This is an optimization exercise on Yosys and OpenROAD, whose aim is small area and few clock cycles, not a production implementation.
The RTL of this run was laid out without a check of its function.
No activity file was given, so power comes from the tool's default toggle rates.

`config.mk`:
```
export PLATFORM = sky130hd
export DESIGN_NAME = drawing_engine
export DESIGN_NICKNAME = drawing_engine
export VERILOG_FILES = /design/flow/design.v
export SDC_FILE = /design/flow/constraint.sdc
export NUM_CORES = 4
export LEC_CHECK = 0
export CAP_MARGIN = 20
export CORE_MARGIN = 2
export CORE_UTILIZATION = 55
export CTS_BUF_LIST = sky130_fd_sc_hd__clkbuf_8
export PLACE_DENSITY = 0.7
export SLEW_MARGIN = 20
```
`constraint.sdc`:
```
create_clock -name core_clock -period 7.0 [get_ports {clk}]
set_input_delay 1.4000 -clock core_clock [delete_from_list [all_inputs] [get_ports {clk}]]
set_output_delay 1.4000 -clock core_clock [all_outputs]
set_load 0.01 [all_outputs]
```
`design.v`:
```
module drawing_engine (input  wire        clk,
                       input  wire        rst,
                       input  wire        req,
                       input  wire  [1:0] cmd,
                       output wire        ack,
                       output wire        busy,
                       input  wire [15:0] r0,
                       input  wire [15:0] r1,
                       input  wire [15:0] r2,
                       input  wire [15:0] r3,
                       input  wire [15:0] r4,
                       input  wire [15:0] r5,
                       input  wire [15:0] r6,
                       input  wire [15:0] r7,
                       output wire        de_req,
                       input  wire        de_ack,
                       output wire [17:0] de_addr,
                       output wire  [3:0] de_nbyte,
                       output wire [31:0] de_data);
function automatic [20:0] radd(input [19:0] a, input [19:0] b, input ci);
  integer i;
  reg c;
  begin
    c = ci;
    for (i = 0; i < 20; i = i + 1) begin
      radd[i] = a[i] ^ b[i] ^ c;
      c = (a[i] & b[i]) | (a[i] & c) | (b[i] & c);
    end
    radd[20] = c;
  end
endfunction
localparam S_IDLE  = 3'd0,
           S_LINE0 = 3'd1,
           S_LINE1 = 3'd2,
           S_LINE  = 3'd3,
           S_RINI  = 3'd4,
           S_RECT  = 3'd6,
           S_CLEAR = 3'd7;
reg  [2:0]  st;
reg  [19:0] p;
reg  [11:0] e;
reg         q;
reg  [9:0]  n;
reg  [3:0]  m;
wire s_idle  = (st == S_IDLE);
wire s_line0 = (st == S_LINE0);
wire s_line  = (st == S_LINE);
wire s_rini  = (st == S_RINI);
wire s_rect  = (st == S_RECT);
wire s_clear = (st == S_CLEAR);
wire [20:0] n_dec = radd({10'd0, n}, 20'hfffff, 1'b0);
wire        l_sub = ~e[11] | s_line0;
wire [11:0] l_x   = s_rini ? {1'b0, r1[8:0], 2'b00} :
                    l_sub   ? 12'd0 : {1'b0, r0[9:0], 1'b0};
wire [11:0] l_y   = s_rini ? {9'd0, r0[9:7]} : ~{1'b0, r1[9:0], 1'b0};
wire [11:0] l_cs  = e ^ l_x ^ l_y;
wire [11:0] l_cc  = (e & l_x) | (e & l_y) | (l_x & l_y);
wire [20:0] l_s0  = radd({14'd0, l_cs[5:0]}, {14'd0, l_cc[4:0], ~s_rini}, 1'b0);
wire [20:0] l_s1a = radd({14'd0, l_cs[11:6]}, {14'd0, l_cc[10:5]}, 1'b0);
wire [20:0] l_s1b = radd({14'd0, l_cs[11:6]}, {14'd0, l_cc[10:5]}, 1'b1);
wire [11:0] l_sum = {l_s0[6] ? l_s1b[5:0] : l_s1a[5:0], l_s0[5:0]};
wire [20:0] l_cmp = radd({10'd0, r0[9:0]}, {10'd0, ~r1[9:0]}, 1'b1);
wire        l_wrap = ~l_sub & ~l_cmp[10] & ~s_rini;           
wire [11:0] l_tn  = {l_sum[11] ^ l_wrap, l_sum[10:0]};
wire        s1z = ~|r2[10:2], s1o = &r2[10:2];
wire        s2z = ~|r3[10:2], s2o = &r3[10:2];
wire  [1:0] l_s1  = q ? r2[1:0] : r3[1:0];
wire        l_z1  = q ? s1z : s2z;
wire        l_o1  = q ? s1o : s2o;
wire  [1:0] l_s2  = ~e[11] ? r2[1:0] : r3[1:0];
wire        l_z2  = ~e[11] ? s1z : s2z;
wire        l_o2  = ~e[11] ? s1o : s2o;
wire        l_end  = (n == 10'd0);
wire        l_end2 = (n == 10'd1);
wire  [2:0] l_lo  = {1'b0, l_s1} + {1'b0, p[1:0]};
wire        l_same  = ~l_end & (l_lo[2] ? l_o1 : l_z1);
wire  [2:0] l_lo2 = {1'b0, l_s2} + {1'b0, l_lo[1:0]};
wire        l_same2 = ~l_end2 & (l_lo2[2] ? l_o2 : l_z2);
wire  [3:0] l_bit  = 4'b0001 << p[1:0];
wire  [3:0] l_bit2 = l_same ? (4'b0001 << l_lo[1:0]) : 4'b0000;
wire  [7:0] r_w   = r2[15:8];
wire  [7:0] r_h   = r2[7:0];
wire [20:0] r_wx  = radd({12'd0, r_w}, {{18{~|r0[1:0]}}, r0[1:0] - 2'd1}, 1'b0);
wire  [6:0] r_nw1 = r_wx[8:2];            
wire  [1:0] r_xe  = r_wx[1:0];            
wire [20:0] r_row = radd({12'd0, e[7:0]}, 20'd0, 1'b1);
wire  [7:0] r_row1 = r_row[7:0];
wire        r_lastrow = (r_row1 == r_h);
wire        r_lastw = (n[6:0] == 7'd0);
wire        r_dir   = m[0];
wire        r_first = m[1];
wire        r_left  = r_dir ? r_lastw : r_first;
wire        r_right = r_dir ? r_first : r_lastw;
wire  [3:0] r_lmask = 4'b1111 << r0[1:0];
wire  [3:0] r_rmask = 4'b1111 >> (2'd3 - r_xe);
wire  [3:0] r_mask  = (r_left ? r_lmask : 4'b1111) & (r_right ? r_rmask : 4'b1111);
wire  [2:0] r_py  = r1[2:0] + e[2:0];
reg  [15:0] r_pr;
always @(*)
  case (r_py[2:1])
    2'd0: r_pr = r4;
    2'd1: r_pr = r5;
    2'd2: r_pr = r6;
    default: r_pr = r7;
  endcase
wire  [7:0] r_rowb = r_py[0] ? r_pr[15:8] : r_pr[7:0];
wire  [3:0] r_pat  = {4{s_rect}} & (p[2] ? r_rowb[3:0] : r_rowb[7:4]);
wire        c_last = (p[19:2] == 18'd76799);
reg  [10:0] addb;
always @(*)
  if (s_line)       addb = q ? r2[10:0] : r3[10:0];
  else if (s_rect)  addb = r_lastw ? 11'd640 : (r_dir ? 11'h7fc : 11'd4);
  else              addb = 11'd4;
wire [20:0] p_s0  = radd({14'd0, p[5:0]}, {14'd0, addb[5:0]}, 1'b0);
wire [20:0] p_s1a = radd({15'd0, p[10:6]}, {15'd0, addb[10:6]}, 1'b0);
wire [20:0] p_s1b = radd({15'd0, p[10:6]}, {15'd0, addb[10:6]}, 1'b1);
wire [11:0] plo   = {p_s0[6] ? p_s1b[5:0] : p_s1a[5:0], p_s0[5:0]};
wire  [8:0] phu  = p[19:11] ^ {9{addb[10]}};
reg   [8:0] pht;
integer pi;
always @(*) begin
  pht[0] = 1'b1;
  for (pi = 1; pi < 9; pi = pi + 1)
    pht[pi] = pht[pi-1] & phu[pi-1];
end
wire [19:0] psum = {p[19:11] ^ (pht & {9{plo[11] ^ addb[10]}}), plo[10:0]};
wire fin = s_line ? l_end
         : s_rect ? (r_lastw & r_lastrow)
         : c_last;
assign busy    = ~s_idle;
assign ack     = (de_ack & fin & (s_line | s_rect | s_clear)) |
                 (s_rini & (r_w == 8'd0));
assign de_req  = ~de_ack & ((s_line & ~(l_same & l_same2)) | s_rect | s_clear);
assign de_addr = p[19:2];
assign de_nbyte = s_line ? ~(m | l_bit | l_bit2) : s_rect ? ~r_mask : 4'b0000;
wire  [7:0] col = s_line ? r6[7:0] : r0[7:0];
wire  [7:0] c0  = s_rect ? r3[15:8] : col;
wire  [7:0] c1  = r3[7:0];
assign de_data = {r_pat[0] ? c1 : c0, r_pat[1] ? c1 : c0,
                  r_pat[2] ? c1 : c0, r_pat[3] ? c1 : c0};
always @(posedge clk)
  if (rst)
    st <= S_IDLE;
  else
    case (st)
      S_IDLE:
        if (req)
          case (cmd)
            2'd0: begin
                  st <= S_LINE0;
                  p  <= {r5[3:0], r4};
                  e  <= {2'b00, r0[9:0]};
                  n  <= r0[9:0];
                  m  <= 4'b0000;
                  end
            2'd1: begin
                  st <= S_RINI;
                  e  <= {3'd0, r1[8:0]};
                  end
            2'd2: begin
                  st <= S_CLEAR;
                  p  <= 20'd0;
                  end
            default: ;
          endcase
      S_LINE0: begin
        st <= S_LINE1;
        e  <= l_tn;
        end
      S_LINE1: begin
        st <= S_LINE;
        q  <= ~e[11];
        e  <= l_tn;
        end
      S_LINE:
        if (de_ack | l_same) begin
          if (de_ack & l_end)
            st <= S_IDLE;
          else begin
            p <= psum;
            q <= ~e[11];
            e <= l_tn;
            n <= n_dec[9:0];
            m <= de_ack ? 4'b0000 : (m | l_bit);
          end
        end
      S_RINI: begin
        st <= (r_w == 8'd0) ? S_IDLE : S_RECT;
        p  <= {1'b0, l_tn, r0[6:0]};
        e  <= 12'd0;
        n  <= {3'b000, r_nw1};
        m  <= 4'b0010;
        end
      S_RECT:
        if (de_ack) begin
          if (fin)
            st <= S_IDLE;
          else begin
            p <= psum;
            if (r_lastw) begin
              e <= {4'd0, r_row1};
              n <= {3'b000, r_nw1};
              m <= {2'b01, ~r_dir};
            end else begin
              n <= n_dec[9:0];
              m <= {2'b00, r_dir};
            end
          end
        end
      S_CLEAR:
        if (de_ack) begin
          if (c_last)
            st <= S_IDLE;
          else
            p <= psum;
        end
      default: st <= S_IDLE;
    endcase
endmodule
```
`flow/run.sh`:
```
#!/bin/bash
# The standard ORFS layout, with the port buffers that placement inserts
# (one per input and output port, as standard) made of the smallest buffer
# cell, and non-critical gates downsized after global routing.
set -euo pipefail
export BUFFER_PORTS_ARGS="-buffer_cell sky130_fd_sc_hd__buf_1"
export RECOVER_POWER=100
bash standard.sh finish > standard_flow.log 2>&1
```
`standard.sh`:
```
#!/bin/bash
# synth_recipe.tcl (not shown) runs the flow's synth.tcl, then flattens the netlist and writes it again
# the make line also repeats each setting of config.mk as NAME=value (left out here)
make -C /OpenROAD-flow-scripts/flow DESIGN_CONFIG=/design/flow/config.mk WORK_HOME=/design/flow/orfs CLKGATE_MAP_FILE= SYNTH_SCRIPT=/design/flow/synth_recipe.tcl "${@:-finish}"
```
==> run summary <==
## worst max-delay path: stages
cell and delay [ns]:
sky130_fd_sc_hd__clkbuf_1 0.15, sky130_fd_sc_hd__ha_1 0.25, sky130_fd_sc_hd__fa_1 0.38, sky130_fd_sc_hd__xor2_1 0.19, sky130_fd_sc_hd__xnor2_2 0.89, sky130_fd_sc_hd__o21ai_0 0.23, sky130_fd_sc_hd__mux4_2 0.53, sky130_fd_sc_hd__o22ai_2 0.46
sky130_fd_sc_hd__mux2_2 0.40, sky130_fd_sc_hd__buf_1 0.14
## area by class of cell
type / instances / area [um2] / area share [%]
clock buffers: 5 / 68.8 / 0.879
flip-flops and latches: 50 / 1470 / 18.8
well taps: 172 / 215 / 2.75
multi-input cells: 629 / 5030 / 64.3
clock inverters: 3 / 15.0 / 0.192
repair buffers: 199 / 803 / 10.3
inverters: 60 / 225 / 2.88
## worst paths after layout
kind | endpoint | slack, ns | startpoint | cells after the start
worst min register to register | m[2] | 0.67 | m[2] | 2
worst max-delay path | de_data[28] | 0.60 | r1[0] | 10
worst min-delay path | m[2] | 0.67 | m[2] | 2
worst max register to register | p[18] | 0.78 | st[2] | 21
## sequential cells by signal, indices dropped and copies added, names as in the netlist
| signal | cells |
|---|---|
| p | 20 |
| m | 4 |
| e | 12 |
| n | 10 |
| q | 1 |
| st | 3 |
## power by group
part           internal, mW  switching, mW  leakage [nW]
clock                0.0685          0.118        0.0467
sequential            0.514          0.156         0.465
combinational          1.03           1.58          2.51
## placed cells by master (no fill, tap or decap), types with 4 or more instances in the layout
cell type,synthesis,layout
sky130_fd_sc_hd__buf_1,7,175
sky130_fd_sc_hd__nand2_1,78,78
sky130_fd_sc_hd__inv_1,59,61
sky130_fd_sc_hd__nor2_1,56,57
sky130_fd_sc_hd__o21ai_0,56,55
sky130_fd_sc_hd__edfxtp_1,47,47
sky130_fd_sc_hd__mux2_2,44,42
sky130_fd_sc_hd__ha_1,40,40
sky130_fd_sc_hd__a21oi_1,39,39
sky130_fd_sc_hd__mux2i_1,37,37
sky130_fd_sc_hd__fa_1,29,29
sky130_fd_sc_hd__xor2_1,17,17
sky130_fd_sc_hd__nand3_1,16,16
sky130_fd_sc_hd__xnor2_1,15,15
sky130_fd_sc_hd__a22oi_1,15,15
sky130_fd_sc_hd__buf_4,20,15
sky130_fd_sc_hd__nor3_1,14,14
sky130_fd_sc_hd__nor4_1,12,12
sky130_fd_sc_hd__o22ai_1,12,12
sky130_fd_sc_hd__mux4_2,10,10
sky130_fd_sc_hd__clkbuf_1,23,9
sky130_fd_sc_hd__o21a_1,7,7
sky130_fd_sc_hd__a222oi_1,7,7
sky130_fd_sc_hd__nand2b_1,6,6
sky130_fd_sc_hd__and2_1,6,6
sky130_fd_sc_hd__a211oi_1,6,6
sky130_fd_sc_hd__nand4_1,6,6
sky130_fd_sc_hd__nor2b_1,6,6
sky130_fd_sc_hd__o221ai_1,5,5
sky130_fd_sc_hd__a221oi_1,5,5
sky130_fd_sc_hd__a31oi_1,5,5
sky130_fd_sc_hd__a221o_1,5,5
sky130_fd_sc_hd__clkbuf_8,0,5
sky130_fd_sc_hd__or3_1,4,4
sky130_fd_sc_hd__o211ai_1,4,4
sky130_fd_sc_hd__o31ai_1,4,4
sky130_fd_sc_hd__or2_2,4,4
sky130_fd_sc_hd__o22ai_2,4,4
## per-layer routing
metal / up-vias / GRT usage [%] / part of all wire [%]
met2: 465 / 56.2 / 47
met3: 91 / 6.08 / 9.3
met1: 3555 / 48.3 / 39
li1: 3227 / - / -
met4: 0 / 16.1 / 4.4
met5: - / 0 / 0
## through the flow
stage | utilization (%) | instances | hold WS (ns) | setup WS [ns] | power [mW]
6_report | 62.3 | 1118 | 0.671 | 0.596 | 3.47
5_1_grt | 62.3 | 1118 | 0.676 | 0.388 | 3.71
4_1_cts | 62.7 | 1118 | 0.650 | 0.652 | 3.43
3_5_place_dp | 62.0 | 1110 | 0.623 | 0.657 | 3.24
3_3_place_gp | 62.0 | 1110 | 0.607 | 0.716 | 3.14
2_1_floorplan | - | 796 | 0.574 | 0.525 | 2.49
## cells by family after synthesis
| family | Yosys count | synth area share (%) |
|---|---|---|
| AND/OR/NAND/NOR | 226 | 16.1 |
| buffers and inverters | 117 | 7.60 |
| AO/OA/AOI/OAI | 208 | 20.2 |
| XOR/XNOR | 33 | 4.21 |
| multiplexers | 91 | 15.5 |
| flip-flops | 50 | 20.9 |
| adder cells (fa/ha/maj) | 71 | 15.6 |
==> results.json <==
{
  "synth_seq_area_share_pct": 20.9,
  "cts_hold_buf": 0,
  "via_count": 7338,
  "final.period_utilization_pct": 91.5,
  "achievable_freq_mhz": 156,
  "grt_pass1_wl_mm": 36.7,
  "synth_ff_type": "sky130_fd_sc_hd__edfxtp_1",
  "synth_top_area_cell": "sky130_fd_sc_hd__edfxtp_1",
  "report.final.hold_viol_count": 0,
  "critical_path.startpoint_type": "input port",
  "final_cell_area_mm2": 0.00783,
  "drt_drc_violations_left": 0,
  "worst_ep_required_time_ns": 5.60,
  "synth.most_common_cell": "sky130_fd_sc_hd__nand2_1",
  "tritoncts_num_sinks": 50,
  "synth-async-reset-ratio_pct": 0,
  "clk_path_buf_depth": 2,
  "placed_cell_area_mm2": 0.00779,
  "status": "complete, no violations",
  "fill_cells": 1161,
  "max-cap-violations": 0,
  "final_period_minus_worst_setup_slack_ns": 6.40,
  "cts_max_level": 2,
  "drt.antenna.violating_nets": 0,
  "synth.net_count": 999,
  "floorplan.initialDensity_pct": 56.1,
  "synth_cell_types": 77,
  "leakage_power_total_nw": 3.03,
  "rows": 41,
  "worst_path_arrival_time_ns": 5.00,
  "setup_repair_after_global_routing_missed_its_margin": "false",
  "routabilityCongestion": 1.01,
  "yosys_warnings": 1,
  "worst_slew_margin_rel_pct": 16.3,
  "worst_vdd_rail_ir_drop_mv": 0.452,
  "number_of_antenna_violations_at_the_first_check_in_global_routing": 0,
  "total_negative_setup_slack_ns": 0,
  "final_hpwl_from_detailed_placement_mm": 19.4,
  "cts_tree": "done",
  "syn_inst": 796,
  "synth_edf_count": 47,
  "synthesis.area_mm2": 0.00705,
  "gr-total-overflow": 0,
  "dieArea_mm2": 0.0137,
  "die_w_um": 117,
  "total_of_flip_flops_plus_latches_after_synthesis": 50,
  "worst_hold_path_type": "reg2reg",
  "grt_start_max_net_pins": 34,
  "timing.setup.critical_path_class": "in2out",
  "critical_path.max_fanout": 33,
  "post_drt_via_cell_ratio": 6.56,
  "first_global_vias": 6746,
  "design.final.nets": 1148,
  "clkSlewWorstSetupHoldPaths_ns": 0.11,
  "synth_top_area_share_pct": 20.0,
  "final_number_of_max_transition_violations": 0,
  "clock_insertion_delay_worst_skew_ns": 0.34,
  "diodes": 0,
  "finClkSkew_ns": 0.0136,
  "areaGrowthSynthToFinish_pct": 11.1,
  "drtPass1Iterations": 6,
  "cts_setup_buffers": 0,
  "ports": 191,
  "clk_root_buffer_cell": "sky130_fd_sc_hd__clkbuf_8",
  "postRouteWirelength_mm": 25.0,
  "port_buffers": 178,
  "post_cts_resized": 0,
  "synth.avg_cell_area_um2": 8.86,
  "setup_viol_count_final": 0,
  "crit_end_category": "output pin",
  "total_cts_buffers": 5,
  "synth.top_cells.by_area": "sky130_fd_sc_hd__edfxtp_1 20%, sky130_fd_sc_hd__fa_1 8.2%, sky130_fd_sc_hd__ha_1 7.1%",
  "cellPowerDensity_mw_per_mm2": 443,
  "synth.top_cells.by_count": "78 x sky130_fd_sc_hd__nand2_1, 59 x sky130_fd_sc_hd__inv_1, 56 x sky130_fd_sc_hd__nor2_1, 56 x sky130_fd_sc_hd__o21ai_0, 47 x sky130_fd_sc_hd__edfxtp_1",
  "routed_length_per_instance_um": 22.3,
  "drt_iter0_markers": 730,
  "global_route.usage.total_pct": 35.7,
  "slew_at_the_pin_closest_to_its_max_slew_limit_ns": 1.25,
  "floorplan.die.height_um": 117,
  "coreArea_mm2": 0.0126,
  "layout-drive-gt1-share_pct": 9.94
}

==> what the ideal ports hide <==
Ports are ideal in the flow. The routed layout listed here was re-timed in OpenROAD. Step 1 assumes that a clkbuf_16 drives the clock port and a buf_2 every other input. Step 2 adds t to the input delays and takes it off the output delays; t is the mean of the earliest and latest rising clock arrival at the registers after step 1. Input paths then give back, and output paths get back, about the clock's delay inside the block. a / b / c = ideal ports / drivers / drivers and shift; a / b = the first two.
t, ns: 0.370
slack for setup (ns): 0.596 / 0.567 / 0.567
worst hold slack (ns): 0.671 / 0.671 / 0.671
worst setup path at the end: input to output
slew at the worst register clock pin (ns): 0.11 / 0.11
After both steps setup and hold are still met in this run. For this run, drivers alone change the setup slack by -0.029 ns; drivers and shift together by -0.029 ns.
